Context: an optimization exercise on an open-source flow, tuned for small area and a short achievable clock period. The choices shown serve that exercise and are no tape-out recipe.
In this exercise RTL edits were held to simulation tests only and were not proved equivalent to the original.
Power and IR drop assume default switching activity.

before:
==> flow/design.v <==
module processorPipe(
    input clk,
    input rst,
    input [15:0] instr_in,
    output [15:0] pc_out,
    output [15:0] alu_res,
    output memWrite,
    output regWrite,
    output [15:0] rf_WD,
    output [15:0] alu_b,
    output [15:0] read_rs,
    output [15:0] data_out,
    output [15:0] data_in
);
    integer i, k;
    reg [4:0] pc_q;    
    always @(posedge clk or posedge rst) begin
        if (rst)
            pc_q <= 5'd0;
        else
            pc_q <= pc_q + 5'd1;
    end
    assign pc_out = {10'd0, pc_q, 1'b0};
    wire [3:0] op_f = instr_in[15:12];
    wire alu_src_f = (op_f == 4'b0001) | (op_f == 4'b0010) | (op_f == 4'b1000) | (op_f == 4'b1010);
    wire sub_f = (op_f == 4'b0010) | (op_f == 4'b1100) |
                 ((op_f == 4'b0000) & (instr_in[2:1] == 2'b11));
    reg [15:0] ir;
    reg [7:1]  rs_oh, rt_oh;    
    reg        alu_src_d, sub_d;
    always @(posedge clk) begin
        ir <= instr_in;
        for (i = 1; i < 8; i = i + 1) begin
            rs_oh[i] <= (instr_in[11:9] == i[2:0]);
            rt_oh[i] <= (instr_in[8:6] == i[2:0]);
        end
        alu_src_d <= alu_src_f;
        sub_d <= sub_f;
    end
    wire [3:0] op = ir[15:12];
    wire [2:0] rt = ir[8:6];
    wire [2:0] rd = ir[5:3];
    wire [2:0] fn = ir[2:0];
    reg [2:0] alu_ctrl_d;
    reg       reg_dst_d, mem_to_reg_d, mem_write_d, reg_write_d;
    always @(*) begin
        reg_dst_d = 1'b0;
        mem_to_reg_d = 1'b0;
        mem_write_d = 1'b0;
        reg_write_d = 1'b0;
        alu_ctrl_d = 3'b010;
        case (op)
            4'b0000: begin reg_dst_d = 1'b1; reg_write_d = 1'b1; alu_ctrl_d = fn; end
            4'b0001: begin reg_write_d = 1'b1; end
            4'b0010: begin reg_write_d = 1'b1; alu_ctrl_d = 3'b110; end
            4'b1000: begin reg_write_d = 1'b1; mem_to_reg_d = 1'b1; end
            4'b1010: begin mem_write_d = 1'b1; end
            4'b1100: begin alu_ctrl_d = 3'b110; end
            default: ;
        endcase
    end
    reg [16*8-1:0] rf;    
    reg [15:0] rs_val, rt_val;
    always @(*) begin
        rs_val = 16'd0;
        rt_val = 16'd0;
        for (i = 1; i < 8; i = i + 1) begin
            rs_val = rs_val | (rf[16*i +: 16] & {16{rs_oh[i]}});
            rt_val = rt_val | (rf[16*i +: 16] & {16{rt_oh[i]}});
        end
    end
    wire [15:0] imm_ext = {{10{ir[5]}}, ir[5:0]};
    wire [15:0] b_d = alu_src_d ? imm_ext : rt_val;
    wire [15:0] bx_d = b_d ^ {16{sub_d}};    
    reg [15:0] ex_a, ex_b, ex_s, ex_p, ex_g;
    reg [2:0]  ex_ctrl;
    reg        ex_sub, ex_mem_write, ex_reg_write, ex_mem_to_reg;
    reg [2:0]  ex_wreg;
    always @(posedge clk) begin
        ex_a <= rs_val;
        ex_b <= b_d;
        ex_s <= rt_val;
        ex_p <= rs_val ^ bx_d;
        ex_g <= rs_val & bx_d;
        ex_ctrl <= alu_ctrl_d;
        ex_sub <= sub_d;
        ex_mem_write <= mem_write_d;
        ex_reg_write <= reg_write_d;
        ex_mem_to_reg <= mem_to_reg_d;
        ex_wreg <= reg_dst_d ? rd : rt;
    end
    assign read_rs = ex_a;
    assign alu_b = ex_b;
    reg [15:0] gg, pp, ng, np;
    reg [16:0] cy;
    always @(*) begin
        gg = ex_g;
        pp = ex_p;
        gg[0] = ex_g[0] | (ex_p[0] & ex_sub);
        for (k = 1; k < 16; k = 2 * k) begin
            ng = gg;
            np = pp;
            for (i = k; i < 16; i = i + 1) begin
                ng[i] = gg[i] | (pp[i] & gg[i - k]);
                np[i] = pp[i] & pp[i - k];
            end
            gg = ng;
            pp = np;
        end
        cy = {gg, ex_sub};
    end
    wire [15:0] sum = ex_p ^ cy[15:0];
    wire slt = ex_p[15] ? sum[15] : ex_a[15];
    wire [15:0] lor = ex_g | ex_p;
    reg [15:0] alu_out;
    always @(*) begin
        case (ex_ctrl)
            3'b000: alu_out = ex_g;
            3'b001: alu_out = lor;
            3'b010: alu_out = sum;
            3'b011: alu_out = ex_p;
            3'b100: alu_out = ~lor;
            3'b110: alu_out = sum;
            3'b111: alu_out = {15'd0, slt};
            default: alu_out = 16'd0;
        endcase
    end
    reg [31:0] sel_o_x, sel_e_x;
    always @(*) begin
        for (k = 0; k < 32; k = k + 1)
            sel_o_x[k] = (alu_out[5:1] == k[4:0]);
        sel_e_x = alu_out[0] ? {sel_o_x[30:0], 1'b0} : sel_o_x;
    end
    reg [15:0] m_res, m_s;
    reg        m_mem_write, m_reg_write, m_mem_to_reg;
    reg [2:0]  m_wreg;
    reg [31:0] sel_o, sel_e;
    reg        m_a0n;    
    always @(posedge clk) begin
        m_res <= alu_out;
        sel_o <= sel_o_x;
        sel_e <= sel_e_x;
        m_a0n <= ~alu_out[0];
        m_s <= ex_s;
        m_mem_write <= ex_mem_write;
        m_reg_write <= ex_reg_write;
        m_mem_to_reg <= ex_mem_to_reg;
        m_wreg <= ex_wreg;
    end
    assign alu_res = m_res;
    assign memWrite = m_mem_write;
    assign data_in = m_s;
    reg [8*32-1:0] mem_e;    
    reg [8*32-1:0] mem_o;    
    wire [5:0] a = m_res[5:0];
    wire a0 = ~m_a0n;
    wire hi_zero = (m_res[15:6] == 10'd0);
    wire rd_ok = hi_zero & (a != 6'd63);
    wire wr_ok = m_mem_write & hi_zero & (a >= 6'd5) & (a <= 6'd62);
    reg [7:0] rd_e, rd_o;
    integer j;
    always @(*) begin
        rd_e = (8'h12 & {8{sel_e[0]}}) | (8'h22 & {8{sel_e[1]}}) | (8'h01 & {8{sel_e[2]}});
        rd_o = (8'h02 & {8{sel_o[0]}}) | (8'h20 & {8{sel_o[1]}});
        for (j = 3; j < 32; j = j + 1)
            rd_e = rd_e | (mem_e[8*j +: 8] & {8{sel_e[j]}});
        for (j = 2; j < 32; j = j + 1)
            rd_o = rd_o | (mem_o[8*j +: 8] & {8{sel_o[j]}});
    end
    wire [7:0] rd_lo = a0 ? rd_o : rd_e;
    wire [7:0] rd_hi = a0 ? rd_e : rd_o;
    wire [15:0] mem_rd = {rd_hi, rd_lo} & {16{rd_ok}};
    wire [7:0] wd_e = a0 ? m_s[15:8] : m_s[7:0];
    wire [7:0] wd_o = a0 ? m_s[7:0] : m_s[15:8];
    always @(posedge clk) begin
        for (j = 3; j < 32; j = j + 1)
            if (wr_ok & sel_e[j])
                mem_e[8*j +: 8] <= wd_e;
        for (j = 2; j < 32; j = j + 1)
            if (wr_ok & sel_o[j])
                mem_o[8*j +: 8] <= wd_o;
    end
    reg [15:0] w_data, w_wd;
    reg        w_reg_write;
    reg [2:0]  w_wreg;
    always @(posedge clk) begin
        w_data <= mem_rd;
        w_wd <= m_mem_to_reg ? mem_rd : m_res;
        w_reg_write <= m_reg_write;
        w_wreg <= m_wreg;
    end
    assign data_out = w_data;
    assign rf_WD = w_wd;
    assign regWrite = w_reg_write;
    always @(posedge clk) begin
        for (i = 1; i < 8; i = i + 1)
            if (w_reg_write & (w_wreg == i[2:0]))
                rf[16*i +: 16] <= w_wd;
    end
endmodule
clock: 5.5 ns
lec_check: 0
cap_margin: 20
core_margin: 2
core_utilization: 50
cts_cluster_diameter: 60
cts_cluster_size: 30
place_density: 0.6
setup_slack_margin: 3.2
slew_margin: 20
run.sh (not shown) runs the stock make flow with config.mk's settings and CLKGATE_MAP_FILE= SYNTH_SCRIPT=/design/flow/synth_recipe.tcl, a recipe that flattens the netlist after the stock synthesis.
> inputs changed (before -> after)
==> flow/flow/run.sh (new file) <==
#!/bin/bash
# Layout flow: the standard ORFS flow (standard.sh, standard synthesis
# unchanged), with clock tree synthesis told not to insert dummy loads.
set -euo pipefail
export CTS_ARGS="-sink_clustering_enable -repair_clock_nets -dont_use_dummy_load -sink_clustering_size 30 -sink_clustering_max_diameter 60"
bash standard.sh > standard_flow.log 2>&1
==> flow/standard.sh (new file) <==
#!/bin/bash
# synth_recipe.tcl (not shown) runs the flow's synth.tcl, then flattens the netlist and writes it again
# the make line also repeats each setting of config.mk as NAME=value (left out here)
make -C /OpenROAD-flow-scripts/flow DESIGN_CONFIG=/design/flow/config.mk WORK_HOME=/design/flow/orfs CLKGATE_MAP_FILE= SYNTH_SCRIPT=/design/flow/synth_recipe.tcl "${@:-finish}"
removed: flow/run.sh
Results
Looking at number of setup buffers added after CTS across before and after, the one that comes out higher is before.
Power: after better than before
Sequential share of layout area in after vs before: up 0.99 points

## branch xenon
processorPipe, a different RTL version from the one above (not shown whole).
Size: roughly 1900 cells after synthesis, about 130 I/O pins, ~30000 sq um of cells after synthesis.
clock: 5.5 ns
lec_check: 0
cap_margin: 20
core_margin: 2
core_utilization: 50
cts_cluster_diameter: 60
cts_cluster_size: 30
place_density: 0.65
setup_slack_margin: 3.2
slew_margin: 20
standard.sh (not shown) runs the stock make flow with config.mk's settings and CLKGATE_MAP_FILE= SYNTH_SCRIPT=/design/flow/synth_recipe.tcl, a recipe that flattens the netlist after the stock synthesis.
==> flow/flow/run.sh <==
#!/bin/bash
# Layout flow: the standard ORFS flow (standard.sh, standard synthesis
# unchanged), with clock tree synthesis told not to insert dummy loads.
set -euo pipefail
export CTS_ARGS="-sink_clustering_enable -repair_clock_nets -dont_use_dummy_load -sink_clustering_size 30 -sink_clustering_max_diameter 60"
bash standard.sh > standard_flow.log 2>&1
[inputs] branch harbor vs branch xenon
diff --git a/flow/config.mk b/flow/config.mk
--- a/flow/config.mk
+++ b/flow/config.mk
@@ -13,2 +13,2 @@
-export PLACE_DENSITY = 0.65
-export SETUP_SLACK_MARGIN = 3.2
+export PLACE_DENSITY = 0.6
+export SETUP_SLACK_MARGIN = 3.3
Die area: branch xenon vs branch harbor identical
branch harbor vs branch xenon — clock-buffer cell count dropped by a few percent
branch harbor -> branch xenon: total overflow reported by the global router delta 0, exact match
branch harbor reports a higher synthesis-to-layout area growth than branch xenon does.
On summed area of non-filler cells in the final layout, the higher figure sits with branch harbor, not branch xenon.

-- static timing again, ports no longer ideal --
How much do the figures lean on ideal ports? The routed layouts below were timed once more, with nothing changed but the port constraints. Step 1 sets driving cells, clkbuf_16 on the clock port and buf_2 on the other inputs (assumed; they add their load-dependent delay and slew). Step 2 also shifts input and output timing later by t, the mid clock arrival at the registers, as if the neighbouring blocks saw the same clock. Three values: ideal ports, drivers, drivers and shift; two values: the first two.
run	shift t [ns]	setup slack, ns	hold WS [ns]	worst setup path at the end	slew at the worst register clock pin (ns)
before	0.698	3.149 / 3.149 / 3.149	0.330 / 0.330 / 0.330	register to register	0.11 / 0.11
after	0.672	3.084 / 3.084 / 3.084	0.308 / 0.308 / 0.308	register to register	0.11 / 0.11
branch xenon	0.655	3.201 / 3.159 / 3.201	0.291 / 0.291 / 0.291	register to register	0.11 / 0.11
branch harbor	0.637	3.234 / 3.174 / 3.327	0.293 / 0.293 / 0.293	register to register	0.11 / 0.11
After both steps every run listed still meets setup and hold.
